From an optimization exercise on the open Yosys and OpenROAD flow, aimed at small area; shortcuts taken in it are not production practice. RTL that was checked went through simulation tests only; none was proved equivalent to the original. The clock input has no modelled driver; a real chip could not lean on it and would need a root buffer or a full tree. Power is estimated from default activity; no workload was simulated.

== main ==
==> flow/design.v <==
`timescale 1ns / 1ps
module Simon(
    output [3:0]    an,
    output [6:0]    seg,
    output [15:0]   led,
    input  [3:0]    sw,
    input           clk,
    input           btnR,      
    input           btnL,      
    input           btnC       
    );
localparam N = 11;      
localparam LW = N - 3;  
wire        rst = ~sw[3];
reg  [1:0]  state;
reg  [2:0]  round;
reg  [2:0]  count;
reg  [7:0]  ran_bits;    
reg  [7:0]  bits;        
reg  [N-1:0] A;
reg  [N-1:0] B;
reg         P1, P2;      
reg         R1, R2;      
reg         dl;          
reg         dlR;         
reg         dbL, dbR;    
reg         X;           
wire s0 = (state == 2'd0);
wire s1 = (state == 2'd1);
wire s2 = (state == 2'd2);
wire s3 = (state == 2'd3);
wire center_pressed = dl  & ~X;
wire left_pressed   = dl  & ~dbL;
wire right_pressed  = dlR & ~dbR;
wire b          = bits[count];
wire wrong      = (right_pressed & ~b) | (left_pressed & b);
wire any        = right_pressed | left_pressed;
wire last       = (count == round);
wire [LW-1:0] lo = A[LW-1:0];
wire lo_zero = ~|lo;
wire lo_last = lo[LW-1] & ~|lo[LW-2:0];       
wire lo_fb;
generate
    if (LW == 8)      assign lo_fb = lo[7] ^ lo[5] ^ lo[4] ^ lo[3] ^ ~|lo[6:0];
    else if (LW == 3) assign lo_fb = lo[2] ^ lo[1] ^ ~|lo[1:0];
    else if (LW == 2) assign lo_fb = lo[1] ^ lo[0] ^ ~lo[0];
    else              assign lo_fb = ~lo[0];
endgenerate
wire [LW-1:0] lo_next;
generate
    if (LW > 1) assign lo_next = {lo[LW-2:0], lo_fb};
    else        assign lo_next = lo_fb;
endgenerate
wire [2:0] hi = A[N-1:N-3];
wire a_ones     = lo_last & (&hi);
wire a_zero     = lo_zero & ~|hi;
wire [3:0] top  = B[3:0];
wire flash_done = a_zero & (top == {1'b0, round} + 4'd1);
wire msg_blank  = a_ones & (&top[2:0]);
wire msg_end    = msg_blank & ~top[3];
reg  [1:0]  nstate;
always @* begin
    nstate = state;
    case (state)
        2'd0: if (center_pressed) nstate = 2'd1;
        2'd1: if (flash_done)     nstate = 2'd2;
        2'd2: if (wrong)          nstate = 2'd3;
              else if (any && last) nstate = (round == 3'd7) ? 2'd3 : 2'd1;
        default: if (msg_end)     nstate = 2'd0;
    endcase
end
wire trans = (nstate != state);
wire a_clr = ~state[0] & (P1 ^ P2);
wire b_clr = ~state[0] & (R1 ^ R2);
wire [2:0] hi_inc = hi + {2'd0, lo_last};
wire [2:0] hi_next = {hi_inc[2] | (hi[2] & ~state[0]), hi_inc[1:0]};
wire b_cin = ~state[0] | a_ones;
wire [N-1:0] b_inc = B + {{(N-1){1'b0}}, b_cin};
wire [N-1:0] b_next = {b_inc[N-1] | B[N-1], b_inc[N-2:0]};
wire a_almost = lo_last & hi[1] & hi[0];           
wire l_upd = A[N-1] | (trans & a_almost & ~(P1 ^ P2));
wire r_upd = B[N-1] | (trans & (&B[N-2:0]) & ~(R1 ^ R2));
always @(posedge clk) begin
    if (rst) begin
        state    <= 2'd0;
        round    <= 3'd0;
        count    <= 3'd0;
        ran_bits <= 8'd0;
        bits     <= 8'd0;
        A        <= {N{1'b0}};
        P1       <= 1'b0;
        P2       <= 1'b0;
        dl       <= 1'b0;
        dbL      <= 1'b0;
        dbR      <= 1'b0;
        X        <= 1'b0;
    end else begin
        state    <= nstate;
        ran_bits <= ran_bits + 8'd1;
        if (s0 && !center_pressed)
            bits <= ran_bits;
        case (state)
            2'd0: begin round <= 3'd0; count <= 3'd0; end
            2'd1: count <= 3'd0;
            2'd2: if (!wrong && any) begin
                      if (!last)               count <= count + 3'd1;
                      else if (round != 3'd7)  round <= round + 3'd1;
                  end
            default: ;
        endcase
        if (trans)
            A <= {{(N-LW){~state[0]}}, ~state[0], {(LW-1){1'b0}}};
        else
            A <= a_clr ? {N{1'b0}} : {hi_next, lo_next};
        P1  <= s0 ? btnC : (s2 & btnL);
        P2  <= ~state[0] & P1;
        dl  <= s0 ? X : (s2 & dbL);
        if (s2 && l_upd) dbL <= P2;
        if (s2 && r_upd) dbR <= R2;
        case (state)
            2'd0: if (A[N-1]) X <= P2;
            2'd1: ;
            2'd2: X <= ~wrong;
            default: if (msg_end) X <= 1'b0;
        endcase
    end
end
always @(posedge clk) begin
    if (trans)
        B <= {{(N-4){1'b0}}, {4{~state[0]}}};
    else
        B <= b_clr ? {N{1'b0}} : b_next;
    R1  <= s2 & btnR;
    R2  <= s2 & R1;
    dlR <= s2 & dbR;
end
wire lit = s1 & ~top[3] & A[N-1];
wire fb  = bits[top[2:0]];
wire [1:0] led_flash = lit ? {~fb, fb} : 2'b00;
wire show = s3 & ~msg_blank;
reg  [3:0] an_d;
reg  [6:0] seg_d;
always @* begin
    case (A[N-2:N-3])
        2'b00: begin an_d = 4'b0111; seg_d = X ? 7'b0011001 : 7'b1000111; end
        2'b01: begin an_d = 4'b1011; seg_d = X ? 7'b0000110 : 7'b1000000; end
        2'b10: begin an_d = 4'b1101; seg_d = X ? 7'b0001000 : 7'b0010010; end
        default: begin an_d = 4'b1110; seg_d = X ? 7'b0001001 : 7'b0000110; end
    endcase
end
assign an  = show ? an_d  : 4'b1111;
assign seg = show ? seg_d : 7'b1111111;
assign led[15:8] = sw[0] ? bits : 8'd0;
assign led[7:6]  = sw[1] ? state : 2'd0;
assign led[5:4]  = led_flash;
assign led[3]    = 1'b0;
assign led[2:0]  = sw[2] ? round : count;
endmodule
==> flow/config.mk <==
export PLATFORM = sky130hd
export DESIGN_NAME = Simon
export DESIGN_NICKNAME = Simon
export VERILOG_FILES = /design/flow/design.v
export SDC_FILE = /design/flow/constraint.sdc
export NUM_CORES = 4
export LEC_CHECK = 0
export CAP_MARGIN = 20
export CORE_MARGIN = 2
export CORE_UTILIZATION = 40
export SLEW_MARGIN = 20
==> flow/constraint.sdc <==
create_clock -name core_clock -period 10.0 [get_ports {clk}]
set_input_delay 2.0000 -clock core_clock [delete_from_list [all_inputs] [get_ports {clk}]]
set_output_delay 2.0000 -clock core_clock [all_outputs]
set_load 0.01 [all_outputs]
standard.sh (not shown) runs the stock make flow with config.mk's settings and CLKGATE_MAP_FILE= SYNTH_SCRIPT=/design/flow/synth_recipe.tcl, a recipe that flattens the netlist after the stock synthesis.
==> flow/flow/run.sh <==
#!/bin/bash
# The standard layout with these changes:
#  - port buffers use the smallest buffer cell (every port still gets one);
#  - after floorplan, the combinational logic is re-mapped for area with
#    OpenROAD's restructure (ABC); registers are left as synthesis made them;
set -euo pipefail
export BUFFER_PORTS_ARGS="-buffer_cell sky130_fd_sc_hd__buf_1"
export POST_FLOORPLAN_TCL="$(pwd)/flow/restructure.tcl"
export CTS_ARGS="-sink_clustering_enable -repair_clock_nets -dont_use_dummy_load"
export POST_CTS_TCL="$(pwd)/flow/post_cts.tcl"
bash standard.sh > standard_flow.log 2>&1
Other scripts of this flow, unchanged in this note and not shown: flow/flow/post_cts.tcl, flow/flow/restructure.tcl
Changes in the feature branch relative to main:
--- a/flow/design.v
+++ b/flow/design.v
@@ -85,15 +85,19 @@
         state    <= 2'd0;
         round    <= 3'd0;
         count    <= 3'd0;
         ran_bits <= 8'd0;
         bits     <= 8'd0;
         A        <= {N{1'b0}};
+        B        <= {N{1'b0}};
         P1       <= 1'b0;
         P2       <= 1'b0;
+        R1       <= 1'b0;
+        R2       <= 1'b0;
         dl       <= 1'b0;
+        dlR      <= 1'b0;
         dbL      <= 1'b0;
         dbR      <= 1'b0;
         X        <= 1'b0;
     end else begin
         state    <= nstate;
         ran_bits <= ran_bits + 8'd1;
@@ -105,37 +109,34 @@
             2'd2: if (!wrong && any) begin
                       if (!last)               count <= count + 3'd1;
                       else if (round != 3'd7)  round <= round + 3'd1;
                   end
             default: ;
         endcase
-        if (trans)
+        if (trans) begin
             A <= {{(N-LW){~state[0]}}, ~state[0], {(LW-1){1'b0}}};
-        else
+            B <= {{(N-4){1'b0}}, {4{~state[0]}}};
+        end else begin
             A <= a_clr ? {N{1'b0}} : {hi_next, lo_next};
+            B <= b_clr ? {N{1'b0}} : b_next;
+        end
         P1  <= s0 ? btnC : (s2 & btnL);
         P2  <= ~state[0] & P1;
+        R1  <= s2 & btnR;
+        R2  <= s2 & R1;
         dl  <= s0 ? X : (s2 & dbL);
+        dlR <= s2 & dbR;
         if (s2 && l_upd) dbL <= P2;
         if (s2 && r_upd) dbR <= R2;
         case (state)
             2'd0: if (A[N-1]) X <= P2;
             2'd1: ;
             2'd2: X <= ~wrong;
             default: if (msg_end) X <= 1'b0;
         endcase
     end
-end
-always @(posedge clk) begin
-    if (trans)
-        B <= {{(N-4){1'b0}}, {4{~state[0]}}};
-    else
-        B <= b_clr ? {N{1'b0}} : b_next;
-    R1  <= s2 & btnR;
-    R2  <= s2 & R1;
-    dlR <= s2 & dbR;
 end
 wire lit = s1 & ~top[3] & A[N-1];
 wire fb  = bits[top[2:0]];
 wire [1:0] led_flash = lit ? {~fb, fb} : 2'b00;
 wire show = s3 & ~msg_blank;
 reg  [3:0] an_d;
Findings:
The feature branch went all the way through synthesis, placement and routing and the layout is clean on timing, DRC and antenna.
Summary: with main as the reference, power in the feature branch moved down by more than 10%.
Higher HPWL after detailed placement was reported by main, not the feature branch.
Going from main to the feature branch, count of routing violations after the opening detailed-route iteration decreased by 24 relative to the old numbers, post-layout worst setup margin increased by 0.12 ns relative to the old numbers.
Mean instance size in the synthesized netlist: the feature branch < main
The RTL of main was laid out without a check of its function.

RTL: the design.v shown in full above, as it stands there.
==> flow/config.mk <==
export PLATFORM = sky130hd
export DESIGN_NAME = Simon
export DESIGN_NICKNAME = Simon
export VERILOG_FILES = /design/flow/design.v
export SDC_FILE = /design/flow/constraint.sdc
export NUM_CORES = 4
export LEC_CHECK = 0
export CAP_MARGIN = 20
export CORE_MARGIN = 2
export CORE_UTILIZATION = 40
export SLEW_MARGIN = 20
==> flow/constraint.sdc <==
create_clock -name core_clock -period 10.0 [get_ports {clk}]
set_input_delay 2.0000 -clock core_clock [delete_from_list [all_inputs] [get_ports {clk}]]
set_output_delay 2.0000 -clock core_clock [all_outputs]
set_load 0.01 [all_outputs]
==> flow/flow/run.sh <==
#!/bin/bash
# The standard layout with two changes:
#  - port buffers use the smallest buffer cell (every port still gets one);
#  - after floorplan, the combinational logic is re-mapped for area with
#    OpenROAD's restructure (ABC); registers are left as synthesis made them.
set -euo pipefail
export BUFFER_PORTS_ARGS="-buffer_cell sky130_fd_sc_hd__buf_1"
export POST_FLOORPLAN_TCL="$(pwd)/flow/restructure.tcl"
export CTS_ARGS="-sink_clustering_enable -repair_clock_nets -dont_use_dummy_load"
bash standard.sh > standard_flow.log 2>&1
==> flow/flow/restructure.tcl <==
# Re-map the combinational logic for area (registers are not touched).
set rmp_lib [lindex $::env(LIB_FILES) 0]
set rmp_lo "[lindex $::env(TIELO_CELL_AND_PORT) 0]/[lindex $::env(TIELO_CELL_AND_PORT) 1]"
set rmp_hi "[lindex $::env(TIEHI_CELL_AND_PORT) 0]/[lindex $::env(TIEHI_CELL_AND_PORT) 1]"
set rmp_dir $::env(OBJECTS_DIR)/restructure
file mkdir $rmp_dir
puts "restructure: before"
report_design_area
restructure -target area -liberty_file $rmp_lib -tielo_port $rmp_lo -tiehi_port $rmp_hi \
  -work_dir $rmp_dir -abc_logfile $::env(LOG_DIR)/2_1_restructure_abc.log
puts "restructure: after"
report_design_area
Next try:
--- a/flow/design.v
+++ b/flow/design.v
@@ -10,7 +10,6 @@
     input           btnC       
     );
 localparam N = 11;      
-localparam LW = N - 3;  
 wire        rst = ~sw[3];
 reg  [1:0]  state;
 reg  [2:0]  round;
@@ -36,24 +35,8 @@
 wire wrong      = (right_pressed & ~b) | (left_pressed & b);
 wire any        = right_pressed | left_pressed;
 wire last       = (count == round);
-wire [LW-1:0] lo = A[LW-1:0];
-wire lo_zero = ~|lo;
-wire lo_last = lo[LW-1] & ~|lo[LW-2:0];       
-wire lo_fb;
-generate
-    if (LW == 8)      assign lo_fb = lo[7] ^ lo[5] ^ lo[4] ^ lo[3] ^ ~|lo[6:0];
-    else if (LW == 3) assign lo_fb = lo[2] ^ lo[1] ^ ~|lo[1:0];
-    else if (LW == 2) assign lo_fb = lo[1] ^ lo[0] ^ ~lo[0];
-    else              assign lo_fb = ~lo[0];
-endgenerate
-wire [LW-1:0] lo_next;
-generate
-    if (LW > 1) assign lo_next = {lo[LW-2:0], lo_fb};
-    else        assign lo_next = lo_fb;
-endgenerate
-wire [2:0] hi = A[N-1:N-3];
-wire a_ones     = lo_last & (&hi);
-wire a_zero     = lo_zero & ~|hi;
+wire a_ones     = &A;
+wire a_zero     = ~|A;
 wire [3:0] top  = B[3:0];
 wire flash_done = a_zero & (top == {1'b0, round} + 4'd1);
 wire msg_blank  = a_ones & (&top[2:0]);
@@ -70,15 +53,11 @@
     endcase
 end
 wire trans = (nstate != state);
+wire a_inc = state[0] | ~A[N-1];
+wire b_inc = state[0] ? a_ones : ~B[N-1];
 wire a_clr = ~state[0] & (P1 ^ P2);
 wire b_clr = ~state[0] & (R1 ^ R2);
-wire [2:0] hi_inc = hi + {2'd0, lo_last};
-wire [2:0] hi_next = {hi_inc[2] | (hi[2] & ~state[0]), hi_inc[1:0]};
-wire b_cin = ~state[0] | a_ones;
-wire [N-1:0] b_inc = B + {{(N-1){1'b0}}, b_cin};
-wire [N-1:0] b_next = {b_inc[N-1] | B[N-1], b_inc[N-2:0]};
-wire a_almost = lo_last & hi[1] & hi[0];           
-wire l_upd = A[N-1] | (trans & a_almost & ~(P1 ^ P2));
+wire l_upd = A[N-1] | (trans & (&A[N-2:0]) & ~(P1 ^ P2));
 wire r_upd = B[N-1] | (trans & (&B[N-2:0]) & ~(R1 ^ R2));
 always @(posedge clk) begin
     if (rst) begin
@@ -87,10 +66,14 @@
         count    <= 3'd0;
         ran_bits <= 8'd0;
         bits     <= 8'd0;
-        A        <= {N{1'b0}};
+        A        <= 11'd0;
+        B        <= 11'd0;
         P1       <= 1'b0;
         P2       <= 1'b0;
+        R1       <= 1'b0;
+        R2       <= 1'b0;
         dl       <= 1'b0;
+        dlR      <= 1'b0;
         dbL      <= 1'b0;
         dbR      <= 1'b0;
         X        <= 1'b0;
@@ -108,13 +91,19 @@
                   end
             default: ;
         endcase
-        if (trans)
-            A <= {{(N-LW){~state[0]}}, ~state[0], {(LW-1){1'b0}}};
-        else
-            A <= a_clr ? {N{1'b0}} : {hi_next, lo_next};
+        if (trans) begin
+            A <= {N{nstate[0]}};
+            B <= {N{nstate[0]}};
+        end else begin
+            A <= a_clr ? {N{1'b0}} : A + {{(N-1){1'b0}}, a_inc};
+            B <= b_clr ? {N{1'b0}} : B + {{(N-1){1'b0}}, b_inc};
+        end
         P1  <= s0 ? btnC : (s2 & btnL);
         P2  <= ~state[0] & P1;
+        R1  <= s2 & btnR;
+        R2  <= s2 & R1;
         dl  <= s0 ? X : (s2 & dbL);
+        dlR <= s2 & dbR;
         if (s2 && l_upd) dbL <= P2;
         if (s2 && r_upd) dbR <= R2;
         case (state)
@@ -124,15 +113,6 @@
             default: if (msg_end) X <= 1'b0;
         endcase
     end
-end
-always @(posedge clk) begin
-    if (trans)
-        B <= {{(N-4){1'b0}}, {4{~state[0]}}};
-    else
-        B <= b_clr ? {N{1'b0}} : b_next;
-    R1  <= s2 & btnR;
-    R2  <= s2 & R1;
-    dlR <= s2 & dbR;
 end
 wire lit = s1 & ~top[3] & A[N-1];
 wire fb  = bits[top[2:0]];
What happened: Design area rose by about 2.7%; clock skew fell by 0.0058 ns; via count rose by about 5%; area after synthesis fell by 2.1%; global-route usage rose by 1.3 points; die area fell by 2.0%; core utilization rose by 1.5 points; cell count rose by about 2%.
For the first run of this note, only the layout was checked, not whether the RTL still works.

-- port drivers added, routing unchanged --
The flow's constraints put no driver on any port. The routed layouts listed below were extracted and timed again, unchanged, in two steps.
Step 1 (the two cells are an assumption about what drives the block):
set clk [get_ports {clk}]
set_driving_cell -lib_cell sky130_fd_sc_hd__clkbuf_16 $clk
set_driving_cell -lib_cell sky130_fd_sc_hd__buf_2 [delete_from_list [all_inputs] $clk]
Step 2 moves the port delays by t, midway between the first and last clock arrival at a register: inputs arrive t later, outputs are due t later. That takes back most of the time a late clock gives input paths.
Three values: ideal, step 1, step 2; two values: the first two.
run | t, ns | setup WS [ns] | worst register clock-pin slew, ns | worst slew at a driven data input, ns
main | 0.202 | 5.312 / 5.257 / 5.395 | 0.11 / 0.11 | 0.03
the feature branch | 0.199 | 5.436 / 5.384 / 5.416 | 0.10 / 0.10 | 0.03
the first run of note 2 | 0.339 | 5.184 / 5.154 / 5.405 | 0.10 / 0.10 | 0.03
the second run of note 2 | 0.332 | 5.344 / 5.312 / 5.410 | 0.09 / 0.09 | 0.04
After both steps setup and hold are still met in every run listed. For the feature branch, which loses most, drivers alone change the setup slack by -0.052 ns; drivers and shift together by -0.020 ns.
